What follows belongs to an exercise in optimizing a design on an open flow for small area; a production flow would make more cautious choices.
Only simulation tests tie the RTL to the original design; equivalence was not proved.
Power and IR drop assume default switching activity.

`design/flow/config.mk`:
```
export PLATFORM = sky130hd
export DESIGN_NAME = top_vga
export DESIGN_NICKNAME = top_vga
export VERILOG_FILES = /design/flow/design.v
export SDC_FILE = /design/flow/constraint.sdc
export NUM_CORES = 4
export LEC_CHECK = 0
export CAP_MARGIN = 20
export CORE_MARGIN = 2
export CORE_UTILIZATION = 40
export SLEW_MARGIN = 20
```
`design/flow/constraint.sdc`:
```
create_clock -name core_clock -period 15.0 [get_ports {clk_65M}]
set_input_delay 3.0000 -clock core_clock [delete_from_list [all_inputs] [get_ports {clk_65M}]]
set_output_delay 3.0000 -clock core_clock [all_outputs]
set_load 0.01 [all_outputs]
```
`design/flow/design.v`:
```
`timescale 1ns / 1ps
module top_vga(
    input clk_65M,
    input clear,
    input game_on,
    input game_start,
    output H_sync,
    output V_sync,
    input move_left,
    input move_right,
    input move_up,
    input move_down,
    input fire_in,
    output reg [3:0]VGA_red,
    output reg [3:0]VGA_green,
    output reg [3:0]VGA_blue,
    output [5:0] brom_ball_addr,
    input [0:63] brom_ball_data,
    output [8:0] brom_count_addr,
    input [0:31] brom_count_data,
    output [7:0] brom_thumb_addr,
    input [0:255] brom_thumb_data,
    output [7:0] brom_thumbup_addr,
    input [0:255] brom_thumbup_data,
    output [7:0] brom_devil_addr,
    input [0:63] brom_devil_data
    );
    reg [10:0] hc;
    reg [9:0]  vc;
    wire h_end = hc[10] & hc[8] & (&hc[5:0]);           
    wire v_end = vc[9] & vc[8] & vc[5] & vc[2] & vc[0];  
    always @(posedge clk_65M)
        if (clear) begin
            hc <= 11'd0;
            vc <= 10'd0;
        end else begin
            hc <= h_end ? 11'd0 : hc + 11'd1;
            if (h_end)
                vc <= v_end ? 10'd0 : vc + 10'd1;
        end
    assign H_sync = (hc >= 11'd136);
    assign V_sync = (vc >= 10'd6);
    wire vid_on = (hc > 11'd296) && (hc < 11'd1320) && (vc > 10'd35) && (vc < 10'd803);
    wire refr = (hc == 11'd0) && (vc == 10'd0);
    reg [18:0] lf;
    wire en200 = (lf == 19'h0bf80);
    always @(posedge clk_65M)
        if (clear | en200)
            lf <= 19'd0;
        else
            lf <= {lf[17:0], ~(lf[18] ^ lf[17] ^ lf[16] ^ lf[13])};
    reg ff1, ff2, ff3;
    always @(posedge clk_65M)
        if (clear) begin
            ff1 <= 1'b0; ff2 <= 1'b0; ff3 <= 1'b0;
        end else if (en200) begin
            ff1 <= fire_in; ff2 <= ff1; ff3 <= ff2;
        end
    wire p_fire = ff1 & ff2 & ~ff3;
    reg gs;
    always @(posedge clk_65M)
        if (clear)
            gs <= 1'b1;
        else if (game_start)
            gs <= 1'b0;
        else if (!game_on)
            gs <= 1'b1;
    reg [9:0] sx, sy;
    wire on_floor = (sy >= 10'd745);
    wire at_wall  = (sx >= 10'd1001) || (sx <= 10'd180);
    always @(posedge clk_65M)
        if (clear || gs) begin
            sx <= 10'd600;
            sy <= 10'd745;
        end else if (refr) begin
            if (move_right && sx < 10'd1001 && on_floor)
                sx <= sx + 10'd3;
            else if (move_left && sx > 10'd180 && on_floor)
                sx <= sx - 10'd3;
            else if (move_down && !on_floor && at_wall)
                sy <= sy + 10'd3;
            else if (move_up && sy >= 10'd25 && at_wall)
                sy <= sy - 10'd3;
        end
    wire [10:0] dhs = hc - {1'b0, sx};
    wire [9:0]  dvs = vc - sy;
    wire shooter_raw = (dhs >= 11'd286) && (dhs <= 11'd306) && (dvs >= 10'd25) && (dvs <= 10'd45);
    wire b1_h  = (dhs >= 11'd294) && (dhs <= 11'd298);
    wire b23_v = (dvs >= 10'd33) && (dvs <= 10'd37);
    reg [7:0] k13, k24, k6;
    reg [6:0] k5;
    reg go1, go2, go3, go4, go5, go6;    
    reg c1, c2, c3, c4, c5, c6;          
    wire [10:0] Q    = hc - 11'd923;
    wire [10:0] Qm2  = hc - 11'd925;
    wire [10:0] Qm4  = hc - 11'd927;
    wire [10:0] P3   = 11'd926 - hc;
    wire [10:0] P3m2 = 11'd924 - hc;
    wire [10:0] P3m4 = 11'd922 - hc;
    wire [9:0]  Vq   = vc - 10'd84;
    wire [9:0]  Vqm2 = vc - 10'd86;
    wire [9:0]  Vqm4 = vc - 10'd88;
    wire [9:0]  k24x5 = {2'b0, k24} + {k24, 2'b0};
    wire [9:0]  k5x3  = {3'b0, k5} + {2'b0, k5, 1'b0};
    wire [10:0] k6x3  = {3'b0, k6} + {2'b0, k6, 1'b0};
    wire ah1 = (P3[10:1] == {2'b0, k13}) || (P3m2[10:1] == {2'b0, k13});
    wire ah2 = ((P3[10:2] == {3'b0, k24[7:2]}) && (P3[1:0] >= k24[1:0])) ||
               ((P3m4[10:2] == {3'b0, k24[7:2]}) && (P3[1:0] < k24[1:0]));
    wire ah3 = ((Q[10:2] == {3'b0, k13[7:2]}) && (Q[1:0] >= k13[1:0])) ||
               ((Qm4[10:2] == {3'b0, k13[7:2]}) && (Q[1:0] < k13[1:0]));
    wire ah4 = (Q[10:1] == {2'b0, k24}) || (Qm2[10:1] == {2'b0, k24});
    wire ah5 = (P3[10:2] == {2'b0, k5});
    wire ah6 = ((P3[10:2] == k6x3[10:2]) && (P3[1:0] >= k6x3[1:0])) ||
               ((P3m4[10:2] == k6x3[10:2]) && (P3[1:0] < k6x3[1:0]));
    wire av13 = (Vq[9:2] == k13);
    wire av24 = ((Vq[9:2] == k24x5[9:2]) && (Vq[1:0] >= k24x5[1:0])) ||
                ((Vqm4[9:2] == k24x5[9:2]) && (Vq[1:0] < k24x5[1:0]));
    wire av5 = ((Vq[9:2] == k5x3[9:2]) && (Vq[1:0] >= k5x3[1:0])) ||
               ((Vqm4[9:2] == k5x3[9:2]) && (Vq[1:0] < k5x3[1:0]));
    wire av6 = (Vq[9:1] == {1'b0, k6}) || (Vqm2[9:1] == {1'b0, k6});
    wire ar1 = ah1 & av13;
    wire ar2 = ah2 & av24;
    wire ar3 = ah3 & av13;
    wire ar4 = ah4 & av24;
    wire ar5 = ah5 & av5;
    wire ar6 = ah6 & av6;
    wire atk_on = (ar1 & ~go1) | (ar2 & ~go2) | (ar3 & ~go3) | (ar4 & ~go4) | (ar5 & ~go5) | (ar6 & ~go6);
    wire any_go = go1 | go2 | go3 | go4 | go5 | go6;
    wire r1 = gs | clear;
    always @(posedge clk_65M) begin
        if (r1) k13 <= 8'd0;
        else if (refr) k13 <= (k13 >= 8'd172) ? 8'd0 : k13 + 8'd1;
        if (gs) k24 <= 8'd0;
        else if (refr) k24 <= (k24 >= 8'd138) ? 8'd0 : k24 + 8'd1;
        if (gs) k5 <= 7'd0;
        else if (refr) k5 <= (k5 >= 7'd112) ? 7'd0 : k5 + 7'd1;
        if (gs) k6 <= 8'd0;
        else if (refr) k6 <= (k6 >= 8'd149) ? 8'd0 : k6 + 8'd1;
        if (r1) go1 <= 1'b0; else if (refr && c1) go1 <= 1'b1;
        if (gs) go2 <= 1'b0; else if (refr && c2) go2 <= 1'b1;
        if (gs) go3 <= 1'b0; else if (refr && c3) go3 <= 1'b1;
        if (gs) go4 <= 1'b0; else if (refr && c4) go4 <= 1'b1;
        if (gs) go5 <= 1'b0; else if (refr && c5) go5 <= 1'b1;
        if (gs) go6 <= 1'b0; else if (refr && c6) go6 <= 1'b1;
    end
    always @(posedge clk_65M) begin
        if (r1) c1 <= 1'b0; else if (refr) c1 <= 1'b1; else if (ar1) c1 <= c1 & shooter_raw;
        if (gs) c2 <= 1'b0; else if (refr) c2 <= 1'b1; else if (ar2) c2 <= c2 & shooter_raw;
        if (gs) c3 <= 1'b0; else if (refr) c3 <= 1'b1; else if (ar3) c3 <= c3 & shooter_raw;
        if (gs) c4 <= 1'b0; else if (refr) c4 <= 1'b1; else if (ar4) c4 <= c4 & shooter_raw;
        if (gs) c5 <= 1'b0; else if (refr) c5 <= 1'b1; else if (ar5) c5 <= c5 & shooter_raw;
        if (gs) c6 <= 1'b0; else if (refr) c6 <= 1'b1; else if (ar6) c6 <= c6 & shooter_raw;
    end
    reg [9:0] wh;         
    reg dvh;              
    wire dm = (wh[0]+wh[1]+wh[2]+wh[3]+wh[4]+wh[5]+wh[6]+wh[7]+wh[8]+wh[9]) >= 4'd2;
    reg [10:0] dxp;       
    reg dright;           
    always @(posedge clk_65M) begin
        if (!dm)
            dxp <= 11'd971;
        else if (refr)
            dxp <= dright ? dxp - 11'd3 : dxp + 11'd3;
        else if (gs)
            dxp <= 11'd971;
        if (gs)
            dright <= 1'b0;
        else if (dxp >= 11'd1233)
            dright <= 1'b1;
        else if (dxp <= 11'd476)
            dright <= 1'b0;
    end
    wire [10:0] dhd = hc - dxp;
    wire devil_h = (dhd < 11'd64);
    wire sprite_v = (vc >= 10'd84) && (vc <= 10'd147);
    reg dd;
    always @(posedge clk_65M)
        if (gs) dd <= 1'b0; else if (refr) dd <= 1'b1; else if (b1_h) dd <= dd & devil_h;
    reg ps;               
    reg [3:0] cnt;        
    reg yh;               
    reg [7:0] bb;         
    reg [7:0] ba;         
    wire run = !clear && game_on;
    wire fire = !ps && p_fire && (cnt < 4'd11);
    always @(posedge clk_65M) begin
        if (!run) ps <= 1'b0;
        else if (ps) ps <= !yh;
        else ps <= fire;
        if (clear) cnt <= 4'd0;
        else if (fire) cnt <= cnt + 4'd1;
    end
    wire [9:0] by = {bb, 2'b11};
    wire [9:0] bx = {ba, 2'b10};
    wire brA = on_floor && (sx < 10'd1001);
    wire brB = (sx <= 10'd180);
    wire brC = (sx >= 10'd1001);
    wire [9:0] hA, hB;
    assign hA[0] = (by <= 10'd120) && (by + 10'd6 >= 10'd100) && (sx >= 10'd299) && (sx <= 10'd331);
    assign hA[1] = (by <= 10'd150) && (by + 10'd6 >= 10'd130) && (sx >= 10'd369) && (sx <= 10'd401);
    assign hA[2] = (by <= 10'd180) && (by + 10'd6 >= 10'd160) && (sx >= 10'd439) && (sx <= 10'd471);
    assign hA[3] = (by <= 10'd210) && (by + 10'd6 >= 10'd190) && (sx >= 10'd499) && (sx <= 10'd531);
    assign hA[4] = (by <= 10'd240) && (by + 10'd6 >= 10'd220) && (sx >= 10'd569) && (sx <= 10'd601);
    assign hA[5] = (by <= 10'd270) && (by + 10'd6 >= 10'd250) && (sx >= 10'd639) && (sx <= 10'd671);
    assign hA[6] = (by <= 10'd300) && (by + 10'd6 >= 10'd280) && (sx >= 10'd699) && (sx <= 10'd731);
    assign hA[7] = (by <= 10'd330) && (by + 10'd6 >= 10'd310) && (sx >= 10'd769) && (sx <= 10'd801);
    assign hA[8] = (by <= 10'd360) && (by + 10'd6 >= 10'd340) && (sx >= 10'd839) && (sx <= 10'd871);
    assign hA[9] = (by <= 10'd390) && (by + 10'd6 >= 10'd370) && (sx >= 10'd899) && (sx <= 10'd931);
    assign hB[0] = (sy <= 10'd122) && (sy >= 10'd98)  && (bx >= 10'd297) && (bx <= 10'd327);
    assign hB[1] = (sy <= 10'd152) && (sy >= 10'd128) && (bx >= 10'd367) && (bx <= 10'd397);
    assign hB[2] = (sy <= 10'd182) && (sy >= 10'd158) && (bx >= 10'd437) && (bx <= 10'd467);
    assign hB[3] = (sy <= 10'd212) && (sy >= 10'd188) && (bx >= 10'd497) && (bx <= 10'd527);
    assign hB[4] = (sy <= 10'd242) && (sy >= 10'd218) && (bx >= 10'd567) && (bx <= 10'd597);
    assign hB[5] = (sy <= 10'd272) && (sy >= 10'd248) && (bx >= 10'd637) && (bx <= 10'd667);
    assign hB[6] = (sy <= 10'd302) && (sy >= 10'd278) && (bx >= 10'd697) && (bx <= 10'd727);
    assign hB[7] = (sy <= 10'd332) && (sy >= 10'd308) && (bx >= 10'd767) && (bx <= 10'd797);
    assign hB[8] = (sy <= 10'd362) && (sy >= 10'd338) && (bx >= 10'd837) && (bx <= 10'd867);
    assign hB[9] = (sy <= 10'd392) && (sy >= 10'd368) && (bx >= 10'd897) && (bx <= 10'd927);
    wire devil_hit_ok = (by <= 10'd112) && dd && dm && !dvh;
    wire stepA = brA && ps && (bb > 8'd14) && refr;
    wire stepB = !brA && brB && ps && (ba < 8'd250) && refr;
    wire [9:0] cand = (brA ? hA : hB) & ~wh;
    wire [9:0] first = cand;
    wire step = stepA | stepB;
    wire any_brick = |cand;
    wire yh_next = run && (
                     (step && (any_brick || devil_hit_ok)) ||
                     (brA && ps && (bb <= 8'd14) && refr) ||
                     (!brA && brB && ps && (ba >= 8'd250) && refr) ||
                     (!brA && !brB && brC && ps && refr));
    always @(posedge clk_65M) begin
        yh <= yh_next;
        if (!run) begin
            wh <= 10'd0;
            dvh <= 1'b0;
        end else if (step) begin
            wh <= wh | first;
            if (!any_brick && devil_hit_ok)
                dvh <= 1'b1;
        end
        if (clear || yh) begin
            bb <= 8'd183;
            ba <= 8'd42;
        end else if (run) begin
            if (stepA) bb <= bb - 8'd5;
            if (stepB) ba <= ba + 8'd5;
        end
    end
    reg gover, gwin;
    always @(posedge clk_65M) begin
        if (gs) gover <= 1'b0;
        else gover <= ((cnt == 4'd11) || (any_go && !dm)) && !gwin;
        if (gs) gwin <= 1'b0;
        else gwin <= dm && dvh;
    end
    wire [9:0] dvb = vc - by;
    wire [10:0] dhb = hc - {1'b0, bx};
    wire bullet_on = ps && !yh && (
          (b1_h && (dvb >= 10'd35) && (dvb <= 10'd41)) ||
          ((dhb >= 11'd296) && (dhb <= 11'd302) && b23_v) ||
          ((hc == 11'd297) && b23_v));
    assign brom_ball_addr    = vc[5:0] - 6'd20;
    assign brom_devil_addr   = {2'b00, vc[5:0] - 6'd20};
    assign brom_thumb_addr   = vc[7:0] - 8'd185;
    assign brom_thumbup_addr = vc[7:0] - 8'd235;
    assign brom_count_addr   = {cnt, vc[4:0] - 5'd11};
    reg [255:0] thumb_w, thumbup_w;
    reg [63:0]  ball_w, devil_w;
    reg [31:0]  count_w;
    integer pi;
    always @(*) begin
        for (pi = 0; pi < 256; pi = pi + 1) begin
            thumb_w[pi]   = brom_thumb_data[(pi + 256 - 34) % 256];
            thumbup_w[pi] = brom_thumbup_data[(pi + 256 - 84) % 256];
        end
        for (pi = 0; pi < 64; pi = pi + 1) begin
            ball_w[pi]  = brom_ball_data[(pi + 64 - 27) % 64];
            devil_w[pi] = brom_devil_data[pi];
        end
        for (pi = 0; pi < 32; pi = pi + 1)
            count_w[pi] = brom_count_data[(pi + 32 - 12) % 32];
    end
    wire [7:0] sa  = 8'b1 << hc[2:0];
    wire [7:0] sb  = 8'b1 << hc[5:3];
    wire [3:0] sc  = 4'b1 << hc[7:6];
    wire [3:0] sb4 = 4'b1 << hc[4:3];
    wire [7:0] da  = 8'b1 << dhd[2:0];
    wire [7:0] db  = 8'b1 << dhd[5:3];
    wire [31:0] t1, u1;
    wire [3:0]  t2, u2, cw1;
    wire [7:0]  b1, d1;
    genvar gi;
    generate
        for (gi = 0; gi < 32; gi = gi + 1) begin : g_t1
            assign t1[gi] = |(thumb_w[gi*8 +: 8] & sa);
            assign u1[gi] = |(thumbup_w[gi*8 +: 8] & sa);
        end
        for (gi = 0; gi < 4; gi = gi + 1) begin : g_t2
            assign t2[gi] = |(t1[gi*8 +: 8] & sb);
            assign u2[gi] = |(u1[gi*8 +: 8] & sb);
            assign cw1[gi] = |(count_w[gi*8 +: 8] & sa);
        end
        for (gi = 0; gi < 8; gi = gi + 1) begin : g_b1
            assign b1[gi] = |(ball_w[gi*8 +: 8] & sa);
            assign d1[gi] = |(devil_w[gi*8 +: 8] & da);
        end
    endgenerate
    wire thumb_pix   = |(t2 & sc);
    wire thumbup_pix = |(u2 & sc);
    wire ball_pix    = |(b1 & sb);
    wire devil_pix   = |(d1 & db);
    wire count_pix   = |(cw1 & sb4);
    wire thumb_reg   = (hc >= 11'd546) && (hc <= 11'd801) && (vc >= 10'd185) && (vc <= 10'd440);
    wire thumbup_reg = (hc >= 11'd596) && (hc <= 11'd851) && (vc >= 10'd235) && (vc <= 10'd490);
    wire ball_reg    = (hc >= 11'd923) && (hc <= 11'd986) && sprite_v;
    wire devil_reg   = devil_h && sprite_v;
    wire count_reg_on = (hc >= 11'd396) && (hc <= 11'd427) && (vc >= 10'd235) && (vc <= 10'd266);
    wire [9:0] brick;
    assign brick[0] = (hc >= 11'd596)  && (hc <= 11'd626)  && (vc >= 10'd135) && (vc <= 10'd155);
    assign brick[1] = (hc >= 11'd666)  && (hc <= 11'd696)  && (vc >= 10'd165) && (vc <= 10'd185);
    assign brick[2] = (hc >= 11'd736)  && (hc <= 11'd766)  && (vc >= 10'd195) && (vc <= 10'd215);
    assign brick[3] = (hc >= 11'd796)  && (hc <= 11'd826)  && (vc >= 10'd225) && (vc <= 10'd245);
    assign brick[4] = (hc >= 11'd866)  && (hc <= 11'd896)  && (vc >= 10'd255) && (vc <= 10'd275);
    assign brick[5] = (hc >= 11'd936)  && (hc <= 11'd966)  && (vc >= 10'd285) && (vc <= 10'd305);
    assign brick[6] = (hc >= 11'd996)  && (hc <= 11'd1026) && (vc >= 10'd315) && (vc <= 10'd335);
    assign brick[7] = (hc >= 11'd1066) && (hc <= 11'd1096) && (vc >= 10'd345) && (vc <= 10'd365);
    assign brick[8] = (hc >= 11'd1136) && (hc <= 11'd1166) && (vc >= 10'd375) && (vc <= 10'd395);
    assign brick[9] = (hc >= 11'd1196) && (hc <= 11'd1226) && (vc >= 10'd405) && (vc <= 10'd425);
    wire [9:0] bshow = brick & ~wh;
    wire walls = (((hc >= 11'd466) && (hc <= 11'd476)) || ((hc >= 11'd1296) && (hc <= 11'd1306))) && (vc >= 10'd55) && (vc <= 10'd785)
              || ((hc >= 11'd476) && (hc <= 11'd1306) && (((vc >= 10'd55) && (vc <= 10'd65)) || ((vc >= 10'd775) && (vc <= 10'd785))));
    always @(*) begin
        {VGA_red, VGA_green, VGA_blue} = 12'h000;
        if (!vid_on)
            {VGA_red, VGA_green, VGA_blue} = 12'h000;
        else if (!game_on)
            {VGA_red, VGA_green, VGA_blue} = 12'hFFF;
        else if (gwin && !gover) begin
            if (thumbup_reg)
                {VGA_red, VGA_green, VGA_blue} = thumbup_pix ? 12'h00F : 12'hFFF;
            else
                {VGA_red, VGA_green, VGA_blue} = 12'h0F0;
        end else if (gover) begin
            if (thumb_reg)
                {VGA_red, VGA_green, VGA_blue} = thumb_pix ? 12'h00F : 12'hFFF;
            else
                {VGA_red, VGA_green, VGA_blue} = 12'h000;
        end else if (atk_on && !dm)
            {VGA_red, VGA_green, VGA_blue} = 12'h000;
        else if (bullet_on)
            {VGA_red, VGA_green, VGA_blue} = 12'hF00;
        else if (ball_reg && !dm)
            {VGA_red, VGA_green, VGA_blue} = ball_pix ? 12'hF00 : 12'h888;
        else if (devil_reg && dm)
            {VGA_red, VGA_green, VGA_blue} = devil_pix ? 12'h0F0 : 12'h888;
        else if (shooter_raw)
            {VGA_red, VGA_green, VGA_blue} = 12'hF39;
        else if (count_reg_on)
            {VGA_red, VGA_green, VGA_blue} = count_pix ? 12'hCFF : 12'h888;
        else if (bshow[0] | bshow[3] | bshow[6] | bshow[9])
            {VGA_red, VGA_green, VGA_blue} = 12'hF99;
        else if (bshow[1] | bshow[4] | bshow[7])
            {VGA_red, VGA_green, VGA_blue} = 12'hFFF;
        else if (bshow[2] | bshow[5] | bshow[8])
            {VGA_red, VGA_green, VGA_blue} = 12'h00F;
        else if (walls)
            {VGA_red, VGA_green, VGA_blue} = 12'h033;
        else
            {VGA_red, VGA_green, VGA_blue} = 12'h888;
    end
endmodule
```
`design/flow/flow/run.sh`:
```
#!/bin/bash
# Layout flow: the standard ORFS flow (standard.sh), with two changes that
# only make the cells smaller:
#  - synthesis maps the logic with an area-oriented ABC script and leaves adders
#    to ABC instead of ORFS's fixed half/full-adder cells (registers are mapped
#    exactly as in the standard synthesis);
#  - the port buffers use the smallest buffer cell.
set -euo pipefail
W="$(pwd)"
rm -rf "$W/scripts_area"
cp -r "$FLOW_HOME/scripts" "$W/scripts_area"
cp "$W/flow/abc_area_map.script" "$W/scripts_area/abc_speed.script"
bash "$W/standard.sh" SCRIPTS_DIR="$W/scripts_area" ADDER_MAP_FILE= \
    BUFFER_PORTS_ARGS="-buffer_cell sky130_fd_sc_hd__buf_1" finish > "$W/standard_flow.log" 2>&1
```
`design/flow/flow/abc_area_map.script`:
```
strash
&get -n
&fraig -x
&put
scorr
dc2
dretime
strash
&get -n
&dch -f
&nf
&put
```
`design/flow/standard.sh`:
```
#!/bin/bash
# synth_recipe.tcl (not shown) runs the flow's synth.tcl, then flattens the netlist and writes it again
# the make line also repeats each setting of config.mk as NAME=value (left out here)
make -C /OpenROAD-flow-scripts/flow DESIGN_CONFIG=/design/flow/config.mk WORK_HOME=/design/flow/orfs CLKGATE_MAP_FILE= SYNTH_SCRIPT=/design/flow/synth_recipe.tcl "${@:-finish}"
```
==> run summary, run 1 <==
* Post-CTS setup buffers at 0
* Synth top cells by count: nor2_1, nand2_1, a21oi_1
* Top FF cell, synth: dfxtp_1
* CTS sink cnt at 155
* Layout area overhead at 25.4%
* Final Core Density at 0.506
* Die ar. at 0.0462 mm^2
* Post-synth cell types at 70
* Post-DP HPWL at 85,400 um
* Chip height at 215 um
* Num CTS Buffers at 17
* Crit path arrival time at 6.40 ns
* FF+latch count, synth at 155
* DRC at 0
* Critical Path Start Type: flip-flop
* Setup violations, final at 0
* Vias per cell at 6.84
* Syn Area/Cell at 7.02 um^2
* LEAKAGE at 7.05 nW
* Clock-pin slew on the worst setup and hold paths at 0.08 ns
* # IOs at 734
* Overflow after GRT at 0
* Register Area at 0.00310 mm^2
* Fin crit share at 0.626
* Post-synthesis cell count at 2,538
* Largest cells by area after synthesis: dfxtp_1, xnor2_1, a222oi_1
* Fin Setup TNS at 0 ns
* Worst Hold Class: flip-flop to flip-flop
* Count leader, synth: nor2_1
* Fin. Hold Viols at 0
* GPL Wtd Cong at 1.10
* Iteration-0 DRC Markers at 4,933
* Peak supply drop at 0.0000899 V
* Pre-CTS setup slack at 5.80 ns
* Slew HR at 0.201
* GR Util All Layers at 0.456
* PortBufs at 731
* Final min period at 9.40 ns
* H-tree levels at 4
* DRT Wirelength at 111,000 um
* Pwr dens at 56.3 mW/mm^2
* Final count of pins violating max slew at 0
* FFs w/ async S/R, synth at 0
* Post-cts resize count at 0
* Largest net degree at the start of global routing at 54
* Synth warn at 1
* Initial antenna violation count at 16
* Critical Path Fanout Max at 10
* Fillers at 4,535
* Worst slew pin tran at 1.19 ns
* Max Clock Skew at 0.0242 ns
* Layout cells sized above 1 at 0.0305
* Yosys top cell by area: dfxtp_1
* Core footprint at 0.0441 mm^2
* Clock Latency Late Sink at 0.50 ns
* Setup crit end kind: output pin
* Clk buf depth at 2
* MaxCap Viol Count at 0
* First-pass GRT wire length at 160,000 um
* RSZ-0062 raised after global routing: false
* Mapped cell area at 0.0178 mm^2
* Data required time of the worst path at 12.00 ns
* Nets at 4,013
* Kind of critical path: flip-flop to output pin
* Routed length per instance at 28.1 um
* CTS root buf: clkbuf_16
* Sequential share of the synthesized area at 0.174
* Starting Density at 0.404
* First drt pass iteration count at 13
* Final WS setup at 5.60 ns
* CTS tree: done
* Die Width at 215 um
* Area share of the largest cell type after synthesis at 0.174
* Vias in the first global route at 25,020
* Via count at 27,015
* Outcome: finished clean
* Fmax achieved at 0.106 GHz
* Number of routed nets with antenna violations at 0
* Post-synth EDFFs at 0
* Area taken by multi-input logic gates at 0.0145 mm^2
* Hold_ws at 0.457 ns
* # rows at 77
* Hold_buf cts at 0
## state kept, by name, indices dropped and copies added, names as in the netlist, 4 cells and up
name  cells
ba        8
sx       10
k6        8
bb        8
lf       19
sy       10
k24       8
wh       10
cnt       4
vc       10
k5        7
hc       11
dxp      11
k13       8
## final timing paths
kind	startpoint	to	slack (ns)	cells after the start
hold reg to reg	gwin	gover	0.46	1
hold / removal	gwin	gover	0.46	1
setup reg to reg	sx[0]	sx[9]	10.16	14
setup / recovery	hc[3]	VGA_blue[3]	5.60	16
## stage by stage
step	cells	total power, mW	instance area (um^2)
2_1_floorplan	2539	0.604	17800
3_3_place_gp	3905	0.764	21700
3_5_place_dp	3905	0.770	21700
4_1_cts	3937	1.24	22300
5_1_grt	3941	1.29	22300
6_report	3951	1.26	22300
## logic make-up (layout without fill, tap and decap cells)
kind of cell | Yosys count | count (layout) | share of synthesized area
AND/OR/NAND/NOR | 1065 | 1065 | 0.285
AO/OA/AOI/OAI | 926 | 926 | 0.363
XOR/XNOR | 295 | 295 | 0.145
flip-flops | 155 | 155 | 0.174
buffers and inverters | 69 | 875 | 0.0181
adder cells (fa/ha/maj) | 20 | 20 | 0.0112
multiplexers | 7 | 7 | 0.00407
other | 1 | 16 | 0.000211
## layout make-up
class,instances,area share
antenna,14,0.00157
clock buffer,17,0.0190
clock inverter,15,0.00851
inverter,52,0.00874
multi-input combinational,2315,0.647
sequential,155,0.139
tap,592,0.0332
timing repair buffer,791,0.143
## cell usage in the layout, fill, tap and decap left out, types with 60 or more instances in the layout
| cell | count |
|---|---|
| xor2_1 | 104 |
| nand2_1 | 281 |
| buf_1 | 731 |
| o21ai_0 | 157 |
| a21oi_1 | 199 |
| a31oi_1 | 65 |
| a222oi_1 | 111 |
| dfxtp_1 | 155 |
| buf_4 | 60 |
| nor3_1 | 85 |
| nor2_1 | 285 |
| nand3_1 | 116 |
| a22oi_1 | 97 |
| xnor2_1 | 190 |
## critical path, cell delays in order (launching register included)
cell and delay, ns:
dfxtp_1 0.83, clkinv_1 0.77, nand2_1 0.23, a31oi_1 0.16
a221o_1 0.40, a311oi_1 0.33, or2_0 0.23, xor2_1 0.20
nand2_1 0.13, nor4_1 0.35, a21oi_1 0.16, nor3_1 0.94
nor2b_1 0.16, o21ai_0 0.24, a31oi_1 0.11, o21ai_0 0.44
buf_1 0.21
## metal layers
layer,wire length [um],track usage,part of all wire
met1,41700,0.571,0.38
met2,45600,0.671,0.41
met3,16000,0.164,0.14
met4,7680,0.273,0.069
met5,77,0,0.00069
## power by group
group          total [mW]  switching, mW  internal [mW]
clock network       0.479          0.238          0.241
logic               0.346          0.216          0.130
registers           0.432         0.0140          0.418
total                1.26          0.467          0.789
==> run 2, diff against run 1 <==
--- a/design/flow/design.v
+++ b/design/flow/design.v
@@ -69,4 +69,10 @@
     wire on_floor = (sy >= 10'd745);
     wire at_wall  = (sx >= 10'd1001) || (sx <= 10'd180);
+    wire mv_r = move_right && (sx < 10'd1001) && on_floor;
+    wire mv_l = !mv_r && move_left && (sx > 10'd180) && on_floor;
+    wire mv_d = !mv_r && !mv_l && move_down && !on_floor && at_wall;
+    wire mv_u = !mv_r && !mv_l && !mv_d && move_up && (sy >= 10'd25) && at_wall;
+    wire mv_x = mv_r | mv_l;
+    wire [9:0] mv_sum = (mv_x ? sx : sy) + ((mv_r | mv_d) ? 10'd3 : 10'h3fd);
     always @(posedge clk_65M)
         if (clear || gs) begin
@@ -74,12 +80,6 @@
             sy <= 10'd745;
         end else if (refr) begin
-            if (move_right && sx < 10'd1001 && on_floor)
-                sx <= sx + 10'd3;
-            else if (move_left && sx > 10'd180 && on_floor)
-                sx <= sx - 10'd3;
-            else if (move_down && !on_floor && at_wall)
-                sy <= sy + 10'd3;
-            else if (move_up && sy >= 10'd25 && at_wall)
-                sy <= sy - 10'd3;
+            if (mv_x) sx <= mv_sum;
+            if (mv_d | mv_u) sy <= mv_sum;
         end
     wire [10:0] dhs = hc - {1'b0, sx};
@@ -95,7 +95,7 @@
     wire [10:0] Qm2  = hc - 11'd925;
     wire [10:0] Qm4  = hc - 11'd927;
-    wire [10:0] P3   = 11'd926 - hc;
-    wire [10:0] P3m2 = 11'd924 - hc;
-    wire [10:0] P3m4 = 11'd922 - hc;
+    wire [10:0] P3   = ~Qm4;              
+    wire [10:0] P3m2 = ~Qm2;              
+    wire [10:0] P3m4 = ~Q;                
     wire [9:0]  Vq   = vc - 10'd84;
     wire [9:0]  Vqm2 = vc - 10'd86;
@@ -161,5 +161,5 @@
             dxp <= 11'd971;
         else if (refr)
-            dxp <= dright ? dxp - 11'd3 : dxp + 11'd3;
+            dxp <= dxp + (dright ? 11'h7fd : 11'd3);
         else if (gs)
             dxp <= 11'd971;
@@ -196,28 +196,54 @@
     wire brB = (sx <= 10'd180);
     wire brC = (sx >= 10'd1001);
-    wire [9:0] hA, hB;
-    assign hA[0] = (by <= 10'd120) && (by + 10'd6 >= 10'd100) && (sx >= 10'd299) && (sx <= 10'd331);
-    assign hA[1] = (by <= 10'd150) && (by + 10'd6 >= 10'd130) && (sx >= 10'd369) && (sx <= 10'd401);
-    assign hA[2] = (by <= 10'd180) && (by + 10'd6 >= 10'd160) && (sx >= 10'd439) && (sx <= 10'd471);
-    assign hA[3] = (by <= 10'd210) && (by + 10'd6 >= 10'd190) && (sx >= 10'd499) && (sx <= 10'd531);
-    assign hA[4] = (by <= 10'd240) && (by + 10'd6 >= 10'd220) && (sx >= 10'd569) && (sx <= 10'd601);
-    assign hA[5] = (by <= 10'd270) && (by + 10'd6 >= 10'd250) && (sx >= 10'd639) && (sx <= 10'd671);
-    assign hA[6] = (by <= 10'd300) && (by + 10'd6 >= 10'd280) && (sx >= 10'd699) && (sx <= 10'd731);
-    assign hA[7] = (by <= 10'd330) && (by + 10'd6 >= 10'd310) && (sx >= 10'd769) && (sx <= 10'd801);
-    assign hA[8] = (by <= 10'd360) && (by + 10'd6 >= 10'd340) && (sx >= 10'd839) && (sx <= 10'd871);
-    assign hA[9] = (by <= 10'd390) && (by + 10'd6 >= 10'd370) && (sx >= 10'd899) && (sx <= 10'd931);
-    assign hB[0] = (sy <= 10'd122) && (sy >= 10'd98)  && (bx >= 10'd297) && (bx <= 10'd327);
-    assign hB[1] = (sy <= 10'd152) && (sy >= 10'd128) && (bx >= 10'd367) && (bx <= 10'd397);
-    assign hB[2] = (sy <= 10'd182) && (sy >= 10'd158) && (bx >= 10'd437) && (bx <= 10'd467);
-    assign hB[3] = (sy <= 10'd212) && (sy >= 10'd188) && (bx >= 10'd497) && (bx <= 10'd527);
-    assign hB[4] = (sy <= 10'd242) && (sy >= 10'd218) && (bx >= 10'd567) && (bx <= 10'd597);
-    assign hB[5] = (sy <= 10'd272) && (sy >= 10'd248) && (bx >= 10'd637) && (bx <= 10'd667);
-    assign hB[6] = (sy <= 10'd302) && (sy >= 10'd278) && (bx >= 10'd697) && (bx <= 10'd727);
-    assign hB[7] = (sy <= 10'd332) && (sy >= 10'd308) && (bx >= 10'd767) && (bx <= 10'd797);
-    assign hB[8] = (sy <= 10'd362) && (sy >= 10'd338) && (bx >= 10'd837) && (bx <= 10'd867);
-    assign hB[9] = (sy <= 10'd392) && (sy >= 10'd368) && (bx >= 10'd897) && (bx <= 10'd927);
-    wire devil_hit_ok = (by <= 10'd112) && dd && dm && !dvh;
-    wire stepA = brA && ps && (bb > 8'd14) && refr;
-    wire stepB = !brA && brB && ps && (ba < 8'd250) && refr;
+    wire [5:0] bu = bb[7:2];
+    wire [5:0] au = ba[7:2];
+    wire [9:0] rowA, colA, rowB, colB;
+    assign rowA[0] = (bu >= 6'd5) && (bu <= 6'd7);
+    assign rowA[1] = (bu == 6'd8);
+    assign rowA[2] = (bu >= 6'd9) && (bu <= 6'd11);
+    assign rowA[3] = (bu == 6'd12);
+    assign rowA[4] = (bu == 6'd13) || (bu == 6'd14);
+    assign rowA[5] = (bu == 6'd15);
+    assign rowA[6] = (bu >= 6'd16) && (bu <= 6'd18);
+    assign rowA[7] = (bu == 6'd19);
+    assign rowA[8] = (bu >= 6'd20) && (bu <= 6'd22);
+    assign rowA[9] = (bu == 6'd23);
+    assign colA[0] = (sx >= 10'd299) && (sx <= 10'd331);
+    assign colA[1] = (sx >= 10'd369) && (sx <= 10'd401);
+    assign colA[2] = (sx >= 10'd439) && (sx <= 10'd471);
+    assign colA[3] = (sx >= 10'd499) && (sx <= 10'd531);
+    assign colA[4] = (sx >= 10'd569) && (sx <= 10'd601);
+    assign colA[5] = (sx >= 10'd639) && (sx <= 10'd671);
+    assign colA[6] = (sx >= 10'd699) && (sx <= 10'd731);
+    assign colA[7] = (sx >= 10'd769) && (sx <= 10'd801);
+    assign colA[8] = (sx >= 10'd839) && (sx <= 10'd871);
+    assign colA[9] = (sx >= 10'd899) && (sx <= 10'd931);
+    assign rowB[0] = (sy <= 10'd122) && (sy >= 10'd98);
+    assign rowB[1] = (sy <= 10'd152) && (sy >= 10'd128);
+    assign rowB[2] = (sy <= 10'd182) && (sy >= 10'd158);
+    assign rowB[3] = (sy <= 10'd212) && (sy >= 10'd188);
+    assign rowB[4] = (sy <= 10'd242) && (sy >= 10'd218);
+    assign rowB[5] = (sy <= 10'd272) && (sy >= 10'd248);
+    assign rowB[6] = (sy <= 10'd302) && (sy >= 10'd278);
+    assign rowB[7] = (sy <= 10'd332) && (sy >= 10'd308);
+    assign rowB[8] = (sy <= 10'd362) && (sy >= 10'd338);
+    assign rowB[9] = (sy <= 10'd392) && (sy >= 10'd368);
+    assign colB[0] = (au == 6'd19);
+    assign colB[1] = (au == 6'd23) || (au == 6'd24);
+    assign colB[2] = (au == 6'd28);
+    assign colB[3] = (au == 6'd31);
+    assign colB[4] = (au == 6'd35) || (au == 6'd36);
+    assign colB[5] = (au == 6'd40);
+    assign colB[6] = (au == 6'd44);
+    assign colB[7] = (au == 6'd48) || (au == 6'd49);
+    assign colB[8] = (au == 6'd53);
+    assign colB[9] = (au == 6'd56);
+    wire [9:0] hA = rowA & colA;
+    wire [9:0] hB = rowB & colB;
+    wire devil_hit_ok = (bu <= 6'd6) && dd && dm && !dvh;    
+    wire by_high = (bb[7:4] != 4'd0);       
+    wire bx_low  = (au != 6'd63);            
+    wire stepA = brA && ps && by_high && refr;
+    wire stepB = !brA && brB && ps && bx_low && refr;
     wire [9:0] cand = (brA ? hA : hB) & ~wh;
     wire [9:0] first = cand;
@@ -226,6 +252,6 @@
     wire yh_next = run && (
                      (step && (any_brick || devil_hit_ok)) ||
-                     (brA && ps && (bb <= 8'd14) && refr) ||
-                     (!brA && brB && ps && (ba >= 8'd250) && refr) ||
+                     (brA && ps && !by_high && refr) ||
+                     (!brA && brB && ps && !bx_low && refr) ||
                      (!brA && !brB && brC && ps && refr));
     always @(posedge clk_65M) begin
@@ -287,16 +313,16 @@
     wire [7:0] da  = 8'b1 << dhd[2:0];
     wire [7:0] db  = 8'b1 << dhd[5:3];
-    wire [31:0] t1, u1;
-    wire [3:0]  t2, u2, cw1;
+    wire [7:0] sat = sa & {8{gover}};
+    wire [7:0] sau = sa & {8{~gover}};
+    wire [31:0] t1;
+    wire [3:0]  t2, cw1;
     wire [7:0]  b1, d1;
     genvar gi;
     generate
         for (gi = 0; gi < 32; gi = gi + 1) begin : g_t1
-            assign t1[gi] = |(thumb_w[gi*8 +: 8] & sa);
-            assign u1[gi] = |(thumbup_w[gi*8 +: 8] & sa);
+            assign t1[gi] = |(thumb_w[gi*8 +: 8] & sat) | |(thumbup_w[gi*8 +: 8] & sau);
         end
         for (gi = 0; gi < 4; gi = gi + 1) begin : g_t2
             assign t2[gi] = |(t1[gi*8 +: 8] & sb);
-            assign u2[gi] = |(u1[gi*8 +: 8] & sb);
             assign cw1[gi] = |(count_w[gi*8 +: 8] & sa);
         end
@@ -306,6 +332,7 @@
         end
     endgenerate
-    wire thumb_pix   = |(t2 & sc);
-    wire thumbup_pix = |(u2 & sc);
+    wire thumbs_pix  = |(t2 & sc);
+    wire thumb_pix   = thumbs_pix;
+    wire thumbup_pix = thumbs_pix;
     wire ball_pix    = |(b1 & sb);
     wire devil_pix   = |(d1 & db);
==> design/flow/flow/run.sh (replaced) <==
#!/bin/bash
# Layout flow: the standard ORFS flow (standard.sh), with changes that only
# make the cells smaller:
#  - synthesis maps the logic with an area-oriented ABC script (with a
#    time-limited &deepsyn pass) and leaves adders
#    to ABC instead of ORFS's fixed half/full-adder cells (registers are mapped
#    exactly as in the standard synthesis);
#  - the port buffers (and synthesis's pass-through buffers) use the smallest
#    buffer cell;
#  - the clock tree uses clkbuf_4 cells and no dummy loads.
set -euo pipefail
W="$(pwd)"
rm -rf "$W/scripts_area"
cp -r "$FLOW_HOME/scripts" "$W/scripts_area"
cp "$W/flow/abc_area_map.script" "$W/scripts_area/abc_speed.script"
bash "$W/standard.sh" SCRIPTS_DIR="$W/scripts_area" ADDER_MAP_FILE= \
    MIN_BUF_CELL_AND_PORTS="sky130_fd_sc_hd__buf_1 A X" \
    BUFFER_PORTS_ARGS="-buffer_cell sky130_fd_sc_hd__buf_1" \
    CTS_ARGS="-sink_clustering_enable -repair_clock_nets -dont_use_dummy_load -buf_list sky130_fd_sc_hd__clkbuf_4" \
    finish > "$W/standard_flow.log" 2>&1
==> design/flow/flow/abc_area_map.script (replaced) <==
strash
&get -n
&fraig -x
&put
scorr
dc2
dretime
strash
&get -n
&deepsyn -T 180
&put
dc2
&get -n
&dch -f
&nf -a -R 1000
&put
strash
&get -n
&dch -f
&nf -a -R 1000
&put
==> run summary, run 2 <==
* FF+latch count, synth at 155 (unchanged)
* Count leader, synth: nand2_1 (was nor2_1)
* Post-synth cell types at 65 (was 70)
* Area share of the largest cell type after synthesis at 0.196 (was 0.174)
* Yosys top cell by area: dfxtp_1 (unchanged)
* Chip height at 203 um (was 215 um)
* Post-synth EDFFs at 0 (unchanged)
* Syn Area/Cell at 6.74 um^2 (was 7.02 um^2)
* Log Error: [ERROR PPL-0024] Number of IO pins (734) exceeds maximum number of available positions (728). Increase the die perimeter from 810.96um to 998.24um.
* Synth warn at 1 (unchanged)
* Largest cells by area after synthesis: dfxtp_1, a21oi_1, nand2_1 (was dfxtp_1, xnor2_1, a222oi_1)
* Mapped cell area at 0.0158 mm^2 (was 0.0178 mm^2)
* FFs w/ async S/R, synth at 0 (unchanged)
* Top FF cell, synth: dfxtp_1 (unchanged)
* Die Width at 203 um (was 215 um)
* Outcome: did not finish (was finished clean)
* Post-synthesis cell count at 2,343 (was 2,538)
* Sequential share of the synthesized area at 0.196 (was 0.174)
* Starting Density at 0.407 (was 0.404)
* # rows at 72 (was 77)
* Synth top cells by count: nand2_1, nor2_1, a21oi_1 (was nor2_1, nand2_1, a21oi_1)
* Stopped at: 3_2_place_iop
[run 2: cell types whose count changed after synthesis, moves of 19 or more]
cell,before,now
and2_0,40,19
a222oi_1,111,45
xnor2_1,191,82
a211oi_1,12,31
xor2_1,104,44
nand3_1,116,97
a21oi_1,199,236
a221oi_1,37,57
a31oi_1,65,40
[run 2: cells by family after synthesis]
group,synth area share
AOI/OAI and AO/OA,0.398
xor gates and xnor gates,0.0699
adders and majority gates,0.00380
buffers and inverters,0.0162
DFF,0.196
muxes,0.00539
other,0.000237
and+or+nand+nor,0.311
==> run 3, diff against run 2 <==
--- a/design/flow/flow/run.sh
+++ b/design/flow/flow/run.sh
@@ -8,5 +8,5 @@
 #  - the port buffers (and synthesis's pass-through buffers) use the smallest
 #    buffer cell;
-#  - the clock tree uses clkbuf_4 cells and no dummy loads.
+#  - the clock tree gets no dummy loads.
 set -euo pipefail
 W="$(pwd)"
@@ -17,4 +17,4 @@
     MIN_BUF_CELL_AND_PORTS="sky130_fd_sc_hd__buf_1 A X" \
     BUFFER_PORTS_ARGS="-buffer_cell sky130_fd_sc_hd__buf_1" \
-    CTS_ARGS="-sink_clustering_enable -repair_clock_nets -dont_use_dummy_load -buf_list sky130_fd_sc_hd__clkbuf_4" \
+    CTS_ARGS="-sink_clustering_enable -repair_clock_nets -dont_use_dummy_load" \
     finish > "$W/standard_flow.log" 2>&1
--- a/design/flow/config.mk
+++ b/design/flow/config.mk
@@ -7,5 +7,5 @@
 export LEC_CHECK = 0
 export CAP_MARGIN = 20
-export CORE_MARGIN = 2
-export CORE_UTILIZATION = 40
+export CORE_AREA = 5 5 285 285
+export DIE_AREA = 0 0 290 290
 export SLEW_MARGIN = 20
==> run summary, run 3 <==
* Die ar. at 0.0841 mm^2
* DRC at 0
* CTS sink cnt at 155
* CP cell instances: buf_1 -> a22oi_1 -> nand3_1 -> a221oi_1 -> and3_1 -> nand3_1 -> a311oi_1 -> nand4_1 -> a31oi_1 -> or2_0 -> o21bai_1 -> buf_1
* Hold_buf cts at 0
* Post-synth cell types at 67 (was 65)
* Commonest non-fill, non-tap cells in the layout: buf_1, nand2_1, nor2_1
* Synth warn at 1 (unchanged)
* Clk buf depth at 2
* MaxCap Viol Count at 0
* First-pass GRT wire length at 198,000 um
* Total Power Consumption at 1.15 mW
* Buf/Inv on CP at 2
* Count leader, synth: nor2_1 (was nand2_1)
* Fin crit share at 0.643
* Peak supply drop at 0.0000917 V
* Routed length per instance at 35.6 um
* Setup crit end kind: output pin
* Biggest regs: lf x19, dxp x11, hc x11
* Critical Path Start Type: primary input
* Syn Area/Cell at 6.81 um^2 (was 6.74 um^2)
* Fmax achieved at 0.104 GHz
* Final WS setup at 5.36 ns
* Nets at 3,804
* Initial antenna violation count at 109
* Worst Hold Class: flip-flop to flip-flop
* Sequential share of the synthesized area at 0.196 (about the same)
* Critical path's slowest cell: a221oi_1
* RSZ-0062 raised after global routing: false
* GPL Wtd Cong at 1.07
* Critical Path Fanout Max at 3
* Outcome: finished clean (was did not finish)
* Yosys top cell by area: dfxtp_1 (unchanged)
* Final min period at 9.64 ns
* Largest net degree at the start of global routing at 36
* Fin. Hold Viols at 0
* Top FF cell, synth: dfxtp_1 (unchanged)
* Worst slew pin tran at 1.20 ns
* Data required time of the worst path at 12.00 ns
* Setup violations, final at 0
* LEAKAGE at 6.38 nW
* Most common cell after layout, fill and taps aside: buf_1
* Post-DP HPWL at 124,000 um
* Synth top cells by count: nor2_1, nand2_1, a21oi_1 (was nand2_1, nor2_1, a21oi_1)
* Vias per cell at 6.00
* FFs w/ async S/R, synth at 0 (unchanged)
* Layout cells sized above 1 at 0.0340
* Post-synth EDFFs at 0 (unchanged)
* Biggest cell delay along the critical path at 0.51 ns
* GR Util All Layers at 0.333
* Final Core Density at 0.270
* FF+latch count, synth at 155 (unchanged)
* DRT Wirelength at 150,000 um
* PortBufs at 731
* First drt pass iteration count at 9
* Iteration-0 DRC Markers at 3,704
* Mapped cell area at 0.0158 mm^2 (about the same)
* Hold_ws at 0.460 ns
* H-tree levels at 4
* Top reg by flops: lf
* DP Cell Count at 4,144
* Post-CTS setup buffers at 0
* Kind of critical path: primary input to output pin
* P_int at 727 uW
* Layout area overhead at 32.6%
* Sequential share of power at 0.378
* Chip height at 290 um (was 203 um)
* Fillers at 8,981
* Core footprint at 0.0776 mm^2
* Die Width at 290 um (was 203 um)
* Post-cts resize count at 0
* CTS root buf: clkbuf_16
* Clock Latency Late Sink at 0.50 ns
* Sw frac at 0.368
* Fin Setup TNS at 0 ns
* Combinational power share at 0.299
* Slew HR at 0.197
* Design area at 0.0210 mm^2
* Largest cells by area after synthesis: dfxtp_1, a21oi_1, nor2_1 (was dfxtp_1, a21oi_1, nand2_1)
* Via count at 25,278
* Number of routed nets with antenna violations at 0
* CP top delay family: compound AO/OA/AOI/OAI gates
* Starting Density at 0.204 (was 0.407)
* Max Clock Skew at 0.0322 ns
* Area share of the largest cell type after synthesis at 0.196 (about the same)
* Final count of pins violating max slew at 0
* Overflow after GRT at 0
* # IOs at 734
* Switch Pwr at 423 uW
* Placed Area at 0.0204 mm^2
* Vias in the first global route at 22,822
* Num CTS Buffers at 17
* Max FFs per register at 19
* CTS tree: done
* Crit path arrival time at 6.64 ns
* Pwr dens at 54.8 mW/mm^2
* Clk pwr share at 0.322
* # rows at 102 (was 72)
* Clock-pin slew on the worst setup and hold paths at 0.06 ns
* Pre-CTS setup slack at 5.47 ns
* Finished Layout Cells at 4,216
* Post-synthesis cell count at 2,324 (was 2,343)
run 3: final timing paths:
path	startpoint	endpoint	slack, ns	cells after the start
worst max-delay path	brom_thumb_data[20]	VGA_red[2]	5.36	12
worst min-delay path	lf[12]	lf[13]	0.46	1
worst max register to register	vc[2]	sy[5]	10.47	14
worst min register to register	lf[12]	lf[13]	0.46	1
run 3: layout make-up:
type	instances	area, um^2	area share
multi-input cells	2104	12600	0.600
repair buffers	796	3230	0.154
flip-flops and latches	155	3110	0.148
well taps	1040	1300	0.0620
clock buffers	17	425	0.0203
inverters	49	184	0.00877
diodes	55	138	0.00656
run 3: per-layer routing:
metal  GRT usage  wire, um  share of wire  up-vias
met1       0.401     56400           0.38    12085
met4       0.187      9450          0.063       66
li1            -         -              -    10832
met5           0       394         0.0026        -
met3       0.150     20000           0.13      390
met2       0.495     63800           0.42     1905
run 3: cell families (layout without fill, tap and decap cells):
family                     Yosys count  after routing  share of synthesized area
AOI/OAI and AO/OA                  924            924                      0.392
xor gates and xnor gates           126            126                     0.0698
adders and majority gates            4              4                    0.00253
buffers and inverters               66            862                     0.0157
DFF                                155            155                      0.196
muxes                               10             10                    0.00649
other                                1             57                   0.000237
and+or+nand+nor                   1038           1038                      0.317
run 3: power by group through the flow:
stage / Combinational (mW) / Clock [mW] / Sequential [mW]
after floorplan: 0.133 / 0 / 0.439
after global placement: 0.333 / 0 / 0.444
after detailed placement: 0.332 / 0 / 0.444
after CTS: 0.334 / 0.376 / 0.435
after global routing: 0.358 / 0.390 / 0.436
final: 0.344 / 0.371 / 0.435
run 3: worst register-to-register path: stages (launching register included):
cell and delay [ns]:
dfxtp_1 0.30, buf_4 0.23, nor2_1 0.45, nand2_1 0.24, nand2_1 0.26, clkinv_1 0.21
a21oi_1 0.47, nand4_1 0.67, buf_4 0.44, a2111o_1 0.46, clkinv_1 0.14, nand2b_1 0.14
nand2b_1 0.19, a21oi_1 0.15, o21ai_0 0.08
==> run 4, diff against run 3 <==
--- a/design/flow/flow/run.sh
+++ b/design/flow/flow/run.sh
@@ -8,5 +8,5 @@
 #  - the port buffers (and synthesis's pass-through buffers) use the smallest
 #    buffer cell;
-#  - the clock tree gets no dummy loads.
+#  - the clock tree uses clkbuf_8 cells and no dummy loads.
 set -euo pipefail
 W="$(pwd)"
@@ -17,4 +17,4 @@
     MIN_BUF_CELL_AND_PORTS="sky130_fd_sc_hd__buf_1 A X" \
     BUFFER_PORTS_ARGS="-buffer_cell sky130_fd_sc_hd__buf_1" \
-    CTS_ARGS="-sink_clustering_enable -repair_clock_nets -dont_use_dummy_load" \
+    CTS_ARGS="-sink_clustering_enable -repair_clock_nets -dont_use_dummy_load -buf_list sky130_fd_sc_hd__clkbuf_8" \
     finish > "$W/standard_flow.log" 2>&1
==> run summary, run 4 <==
* Outcome: finished clean (unchanged)
* Via count at 25,060 (was 25,278)
* Fin Setup TNS at 0 ns (unchanged)
* Die Width at 290 um (unchanged)
* Yosys top cell by area: dfxtp_1 (unchanged)
* First drt pass iteration count at 9 (unchanged)
* Max FFs per register at 19 (unchanged)
* Clock Latency Late Sink at 0.54 ns (was 0.50 ns)
* Die ar. at 0.0841 mm^2 (unchanged)
* Worst Hold Class: flip-flop to flip-flop (unchanged)
* DRC at 0 (unchanged)
* CP cell instances: buf_1 -> a222oi_1 -> nand2_1 -> a221oi_1 -> nand4_1 -> a21oi_1 -> o2111ai_1 -> o22ai_1 -> nand2_1 -> o211ai_1 -> nand2b_1 -> o41a_1 -> o31ai_1 -> a41o_1 -> buf_1 (was buf_1 -> a22oi_1 -> nand3_1 -> a221oi_1 -> and3_1 -> nand3_1 -> a311oi_1 -> nand4_1 -> a31oi_1 -> or2_0 -> o21bai_1 -> buf_1)
* Critical Path Start Type: primary input (unchanged)
* Worst R2R Start: hc[5] (was vc[2])
* Pre-CTS setup slack at 5.22 ns (was 5.47 ns)
* DRT Wirelength at 147,000 um (was 150,000 um)
* Commonest non-fill, non-tap cells in the layout: buf_1, nor2_1, nand2_1 (was buf_1, nand2_1, nor2_1)
* Setup violations, final at 0 (unchanged)
* Slew HR at 0.179 (was 0.197)
* Post-Synth XOR/XNOR Area at 0.0837 (was 0.0698)
* Metal3 WL at 17,400 um (was 20,000 um)
* Post-cts resize count at 0 (unchanged)
* Synth warn at 1 (unchanged)
* Peak supply drop at 0.0000558 V (was 0.0000917 V)
* Synth top cells by count: nor2_1, nand2_1, a21oi_1 (unchanged)
* CTS root buf: clkbuf_8 (was clkbuf_16)
* Initial antenna violation count at 65 (was 109)
* Area taken by multi-input logic gates at 0.0125 mm^2 (was 0.0126 mm^2)
* Data required time of the worst path at 12.00 ns (about the same)
* Hold_buf cts at 0 (unchanged)
* Biggest cell delay along the critical path at 0.76 ns (was 0.51 ns)
* Post-synthesis simple-gate area fraction at 0.311 (was 0.317)
* Core footprint at 0.0776 mm^2 (unchanged)
* Largest cells by area after synthesis: dfxtp_1, a222oi_1, nor2_1 (was dfxtp_1, a21oi_1, nor2_1)
* Count leader, synth: nor2_1 (unchanged)
* Critical Path Fanout Max at 3 (unchanged)
* Post-Synth Adder-Cell Area at 0.00127 (was 0.00253)
* Final min period at 10.01 ns (was 9.64 ns)
* Fillers at 9,033 (was 8,981)
* Mapped cell area at 0.0158 mm^2 (about the same)
* Top Layer Used: met5 (unchanged)
* FF+latch count, synth at 155 (unchanged)
* Nets at 3,741 (was 3,804)
* LEAKAGE at 6.55 nW (was 6.38 nW)
* Area share of the largest cell type after synthesis at 0.196 (about the same)
* Worst slew pin tran at 1.22 ns (was 1.20 ns)
* Register Area at 0.00311 mm^2 (about the same)
* Hold Startpoint: lf[8] (was lf[12])
* Chip height at 290 um (unchanged)
* Sequential share of the synthesized area at 0.196 (about the same)
* Post-synthesis compound-gate area fraction at 0.383 (was 0.392)
* Reg2reg path depth at 14 (unchanged)
* Syn Area/Cell at 7.00 um^2 (was 6.81 um^2)
* Num CTS Buffers at 17 (unchanged)
* # IOs at 734 (unchanged)
* CTS tree: done (unchanged)
* Number of routed nets with antenna violations at 0 (unchanged)
* Finished Layout Cells at 4,138 (was 4,216)
* Routed length per instance at 35.5 um (was 35.6 um)
* Reg2reg setup slack at 9.96 ns (was 10.47 ns)
* Post-synthesis cell count at 2,257 (was 2,324)
* Iteration-0 DRC Markers at 3,982 (was 3,704)
* RSZ-0062 raised after global routing: false (unchanged)
* Top FF cell, synth: dfxtp_1 (unchanged)
* Fmax achieved at 0.0999 GHz (was 0.104 GHz)
* FFs w/ async S/R, synth at 0 (unchanged)
* Largest net degree at the start of global routing at 40 (was 36)
* DP Cell Count at 4,081 (was 4,144)
* Vias in the first global route at 23,149 (was 22,822)
* Final count of pins violating max slew at 0 (unchanged)
* GR Util All Layers at 0.326 (was 0.333)
* Largest family of logic cells by synthesized area: compound AO/OA/AOI/OAI gates (unchanged)
* GPL Wtd Cong at 1.12 (was 1.07)
* Top reg by flops: lf (unchanged)
* PortBufs at 731 (unchanged)
* # rows at 102 (unchanged)
* Post-CTS setup buffers at 0 (unchanged)
* Biggest regs: lf x19, dxp x11, hc x11 (unchanged)
* Clk buf depth at 2 (unchanged)
* Fin crit share at 0.668 (was 0.643)
* Post-synth EDFFs at 0 (unchanged)
* First-pass GRT wire length at 196,000 um (was 198,000 um)
* H-tree levels at 4 (unchanged)
* Final Core Density at 0.267 (was 0.270)
* Final WS setup at 4.99 ns (was 5.36 ns)
* Met2 WL post-DR at 61,900 um (was 63,800 um)
* Overflow after GRT at 0 (unchanged)
* Setup crit end kind: output pin (unchanged)
* Clock-pin slew on the worst setup and hold paths at 0.12 ns (was 0.06 ns)
* Mux cell area share after synthesis at 0.00784 (was 0.00649)
* Vias per cell at 6.06 (was 6.00)
* Crit path arrival time at 7.01 ns (was 6.64 ns)
* Layout cells sized above 1 at 0.0373 (was 0.0340)
* Fin. Hold Viols at 0 (unchanged)
* Critical path's slowest cell: a222oi_1 (was a221oi_1)
* Hold path endpoint: lf[9] (was lf[13])
* CTS sink cnt at 155 (unchanged)
* Post-DP HPWL at 120,000 um (was 124,000 um)
* Hold Crit Depth at 1 (unchanged)
* Layout area overhead at 31.3% (was 32.6%)
* Kind of critical path: primary input to output pin (unchanged)
* Post-synth cell types at 70 (was 67)
* MaxCap Viol Count at 0 (unchanged)
* Starting Density at 0.204 (about the same)
* Most common cell after layout, fill and taps aside: buf_1 (unchanged)
* Metal-1 WL at 56,900 um (was 56,400 um)
* Max Clock Skew at 0.0490 ns (was 0.0322 ns)
* Reg2reg end: dxp[10] (was sy[5])
* Pwr dens at 49.0 mW/mm^2 (was 54.8 mW/mm^2)
-- run 4: changes by cell type after synthesis, sizes merged, moves of 21 or more --
cell | previous run | this run
a222oi | 43 | 125
a22oi | 128 | 79
nand3 | 97 | 76
nand2 | 256 | 227
nor2 | 259 | 290
o21ai | 182 | 150
a21oi | 217 | 185
-- run 4: cells by family after synthesis --
| family | after synthesis |
|---|---|
| AO/OA/AOI/OAI | 853 |
| XOR/XNOR | 151 |
| adder cells (fa/ha/maj) | 2 |
| buffers and inverters | 70 |
| flip-flops | 155 |
| multiplexers | 12 |
| other | 1 |
| AND/OR/NAND/NOR | 1013 |
-- run 4: area by class of cell --
cell class                 count  share of cell area
antenna                       40             0.00483
clock buffer                  17              0.0113
inverter                      53             0.00959
multi-input combinational   2033               0.604
sequential                   155               0.150
tap                         1040              0.0627
timing repair buffer         800               0.157
-- run 4: through the flow --
step	total power, mW	area (um^2)	hold slack (ns)
after floorplan	0.548	15800	0.430
after global placement	0.744	20400	0.442
after detailed placement	0.744	20400	0.458
after CTS	1.00	20600	0.459
after global routing	1.04	20700	0.479
final	1.02	20700	0.460
-- run 4: how the worst max path moves through the flow --
stage                         to                 start  depth (start not counted)
finish              VGA_green[0]  brom_thumb_data[207]                         15
global placement    VGA_green[0]  brom_thumb_data[207]                         15
floorplan           VGA_green[0]   brom_thumb_data[83]                         14
CTS                 VGA_green[0]  brom_thumb_data[207]                         15
global route        VGA_green[0]                k24[4]                         24
detailed placement  VGA_green[0]  brom_thumb_data[207]                         15
-- run 4: report_power, final --
group | switching (mW) | internal [mW] | leakage [nW]
Sequential | 0.00887 | 0.417 | 1.26
Combinational | 0.216 | 0.107 | 5.17
Clock | 0.166 | 0.100 | 0.122
-- run 4: per-layer routing --
metal,vias up,track usage
met5,-,0
met4,30,0.192
met3,346,0.101
met2,2029,0.491
met1,11985,0.409
li1,10670,-
-- run 4: critical path, delay by kind of cell --
kind                   cells  cell delay [ns]
buffers and inverters      2             0.25
AO/OA/AOI/OAI              9             3.06
AND/OR/NAND/NOR            4             0.69
==> run 5, diff against run 4 <==
--- a/design/flow/flow/run.sh
+++ b/design/flow/flow/run.sh
@@ -8,5 +8,6 @@
 #  - the port buffers (and synthesis's pass-through buffers) use the smallest
 #    buffer cell;
-#  - the clock tree uses clkbuf_8 cells and no dummy loads.
+#  - the clock tree uses clkbuf_8 cells, at most 12 sinks per cluster and no
+#    dummy loads.
 set -euo pipefail
 W="$(pwd)"
@@ -17,4 +18,4 @@
     MIN_BUF_CELL_AND_PORTS="sky130_fd_sc_hd__buf_1 A X" \
     BUFFER_PORTS_ARGS="-buffer_cell sky130_fd_sc_hd__buf_1" \
-    CTS_ARGS="-sink_clustering_enable -repair_clock_nets -dont_use_dummy_load -buf_list sky130_fd_sc_hd__clkbuf_8" \
+    CTS_ARGS="-sink_clustering_enable -repair_clock_nets -dont_use_dummy_load -sink_clustering_size 12 -buf_list sky130_fd_sc_hd__clkbuf_8" \
     finish > "$W/standard_flow.log" 2>&1
--- a/design/flow/flow/abc_area_map.script
+++ b/design/flow/flow/abc_area_map.script
@@ -8,5 +8,5 @@
 strash
 &get -n
-&deepsyn -T 180
+&deepsyn -T 300
 &put
 dc2
==> run summary, run 5 <==
* Crit path arrival time at 6.58 ns (was 7.01 ns)
* Via count at 25,339 (was 25,060)
* Layout area overhead at 31.6% (was 31.3%)
* # rows at 102 (unchanged)
* DRT Wirelength at 145,000 um (was 147,000 um)
* Sequential share of the synthesized area at 0.196 (about the same)
* Clock Latency Late Sink at 0.54 ns (about the same)
* GR Util All Layers at 0.323 (was 0.326)
* Data required time of the worst path at 12.00 ns (about the same)
* CP cell instances: buf_4 -> clkinv_1 -> nand2_1 -> nand2_1 -> a22oi_1 -> nand2_1 -> a21oi_1 -> nor2_1 -> a21oi_1 -> nor2_1 -> a222oi_1 -> nand2_1 -> a221oi_1 -> nand2_1 -> a31oi_1 -> a22o_1 -> and3_1 -> nor2_1 -> a31o_1 -> o21bai_1 -> buf_1 (was buf_1 -> a222oi_1 -> nand2_1 -> a221oi_1 -> nand4_1 -> a21oi_1 -> o2111ai_1 -> o22ai_1 -> nand2_1 -> o211ai_1 -> nand2b_1 -> o41a_1 -> o31ai_1 -> a41o_1 -> buf_1)
* Worst Hold Class: flip-flop to flip-flop (unchanged)
* Reg2reg setup slack at 10.40 ns (was 9.96 ns)
* Post-synth EDFFs at 0 (unchanged)
* Post-DP HPWL at 119,000 um (was 120,000 um)
* Placed Area at 0.0205 mm^2 (was 0.0204 mm^2)
* Die ar. at 0.0841 mm^2 (unchanged)
* DRC at 0 (unchanged)
* Chip height at 290 um (unchanged)
* Iteration-0 DRC Markers at 3,429 (was 3,982)
* Max FFs per register at 19 (unchanged)
* Kind of critical path: flip-flop to output pin (was primary input to output pin)
* First-pass GRT wire length at 194,000 um (was 196,000 um)
* Worst R2R Start: vc[6] (was hc[5])
* Vias per cell at 5.99 (was 6.06)
* Post-synth cell types at 65 (was 70)
* Total Power Consumption at 1.06 mW (was 1.02 mW)
* Reg2reg path depth at 12 (was 14)
* Biggest regs: lf x19, dxp x11, hc x11 (unchanged)
* Most common cell after layout, fill and taps aside: buf_1 (unchanged)
* Mapped cell area at 0.0158 mm^2 (about the same)
* Fmax achieved at 0.104 GHz (was 0.0999 GHz)
* Syn Area/Cell at 6.74 um^2 (was 7.00 um^2)
* Number of routed nets with antenna violations at 0 (unchanged)
* Biggest cell delay along the critical path at 0.77 ns (was 0.76 ns)
* Fin. Hold Viols at 0 (unchanged)
* Pre-CTS setup slack at 5.47 ns (was 5.22 ns)
* # IOs at 734 (unchanged)
* Final WS setup at 5.42 ns (was 4.99 ns)
* Num CTS Buffers at 17 (unchanged)
* Post-CTS setup buffers at 0 (unchanged)
* Largest net degree at the start of global routing at 40 (unchanged)
* Pwr dens at 50.8 mW/mm^2 (was 49.0 mW/mm^2)
* Count leader, synth: nand2_1 (was nor2_1)
* Commonest non-fill, non-tap cells in the layout: buf_1, nand2_1, nor2_1 (was buf_1, nor2_1, nand2_1)
* Top FF cell, synth: dfxtp_1 (unchanged)
* Hold path endpoint: lf[3] (was lf[9])
* Layout cells sized above 1 at 0.0374 (was 0.0373)
* Area share of the largest cell type after synthesis at 0.196 (about the same)
* Core footprint at 0.0776 mm^2 (unchanged)
* H-tree levels at 4 (unchanged)
* Vias in the first global route at 23,321 (was 23,149)
* Setup violations, final at 0 (unchanged)
* PortBufs at 731 (unchanged)
* Critical path's slowest cell: a21oi_1 (was a222oi_1)
* Setup crit end kind: output pin (unchanged)
* FFs w/ async S/R, synth at 0 (unchanged)
* Clk buf depth at 2 (unchanged)
* Worst slew pin tran at 1.17 ns (was 1.22 ns)
* Most used cell, CP: nand2_1
* Top reg by flops: lf (unchanged)
* FF+latch count, synth at 155 (unchanged)
* First drt pass iteration count at 9 (unchanged)
* Max Clock Skew at 0.0454 ns (was 0.0490 ns)
* Crit path from: hc[0] (was brom_thumb_data[207])
* Synth top cells by count: nand2_1, nor2_1, a21oi_1 (was nor2_1, nand2_1, a21oi_1)
* MaxCap Viol Count at 0 (unchanged)
* Final min period at 9.58 ns (was 10.01 ns)
* Clock-pin slew on the worst setup and hold paths at 0.11 ns (was 0.12 ns)
* Initial antenna violation count at 64 (was 65)
* GPL Wtd Cong at 1.08 (was 1.12)
* Final count of pins violating max slew at 0 (unchanged)
* Outcome: finished clean (unchanged)
* Hold Crit Depth at 1 (unchanged)
* Slew HR at 0.213 (was 0.179)
* Largest cells by area after synthesis: dfxtp_1, a21oi_1, nand2_1 (was dfxtp_1, a222oi_1, nor2_1)
* Peak supply drop at 0.0000549 V (was 0.0000558 V)
* Fin crit share at 0.639 (was 0.668)
* Nets at 3,837 (was 3,741)
* Synth warn at 1 (unchanged)
* RSZ-0062 raised after global routing: false (unchanged)
* CTS sink cnt at 155 (unchanged)
* Post-synthesis cell count at 2,343 (was 2,257)
* Critical Path Fanout Max at 14 (was 3)
* Yosys top cell by area: dfxtp_1 (unchanged)
* Hold_buf cts at 0 (unchanged)
* CTS root buf: clkbuf_8 (unchanged)
* Post-cts resize count at 0 (unchanged)
* Finished Layout Cells at 4,229 (was 4,138)
* Routed length per instance at 34.4 um (was 35.5 um)
* Fin Setup TNS at 0 ns (unchanged)
* Critical Path Start Type: flip-flop (was primary input)
* CTS tree: done (unchanged)
* Hold Startpoint: lf[2] (was lf[8])
* Die Width at 290 um (unchanged)
* Design area at 0.0208 mm^2 (was 0.0207 mm^2)
* Starting Density at 0.204 (about the same)
* DP Cell Count at 4,177 (was 4,081)
* Reg2reg end: bb[7] (was dxp[10])
* Overflow after GRT at 0 (unchanged)
* LEAKAGE at 6.50 nW (was 6.55 nW)
[run 5: per-stage QoR]
step,util,hold slack (ns)
finish,0.268,0.445
global route,0.268,0.453
detailed placement,0.264,0.458
CTS,0.267,0.449
global placement,0.264,0.447
floorplan,-,0.422
[run 5: per-layer routing]
layer / vias to the layer above / global-route usage / wire, um
li1: 10885 / - / -
met1: 12110 / 0.393 / 54200
met2: 1947 / 0.511 / 64500
met3: 355 / 0.108 / 17900
met4: 42 / 0.158 / 8360
met5: - / 0 / 305
[run 5: how the worst max path moves through the flow]
stage | endpoint | cells after the start
2_1_floorplan | VGA_green[0] | 16
6_report | VGA_green[0] | 21
5_1_grt | VGA_green[0] | 21
3_5_place_dp | VGA_green[0] | 16
4_1_cts | VGA_green[0] | 16
3_3_place_gp | VGA_green[0] | 16
[run 5: report_power, final]
group / switching, mW / total [mW] / internal [mW]
clock: 0.158 / 0.257 / 0.0997
sequential: 0.0177 / 0.437 / 0.419
combinational: 0.246 / 0.362 / 0.116
total: 0.421 / 1.06 / 0.635
[run 5: kinds of logic after synthesis]
family	synth area share
AO/OA/AOI/OAI	0.398
adder cells (fa/ha/maj)	0.00380
XOR/XNOR	0.0699
buffers and inverters	0.0162
AND/OR/NAND/NOR	0.311
multiplexers	0.00539
flip-flops	0.196
other	0.000237
[run 5: final cells by class]
class	count	area, um^2
Fill cell	9008	56800
Multi-Input combinational cell	2121	12500
Timing Repair Buffer	810	3340
Sequential cell	155	3110
Tap cell	1040	1300
Clock buffer	17	234
Inverter	51	191
Antenna cell	35	87.6
[run 5: critical path: cells and delay by family (launching register included)]
kind                   cells  cell delay, ns
buffers and inverters      3            1.22
AND/OR/NAND/NOR            9            1.51
AO/OA/AOI/OAI              9            2.91
flip-flops                 1            0.35

[static timing again, ports no longer ideal]
The results above use ideal ports. As a check the final layouts listed here were re-extracted and re-timed, cells and wires unchanged.
Step 1, drivers: a clkbuf_16 drives clk_65M and a buf_2 each remaining input, both assumed.
Step 2, shift: input delay + t, output delay - t, t = (earliest + latest rising clock arrival at the registers) / 2. This alone moves slack from input paths to output paths.
a / b / c = ideal / step 1 / step 2; a / b = the first two.
run	t, ns	setup WS [ns]
run 1	0.549	5.604 / 5.545 / 5.670
run 3	0.538	5.355 / 5.268 / 5.268
run 4	0.570	4.987 / 4.940 / 4.940
run 5	0.570	5.415 / 5.363 / 5.517
After both steps every run listed still meets setup and hold.
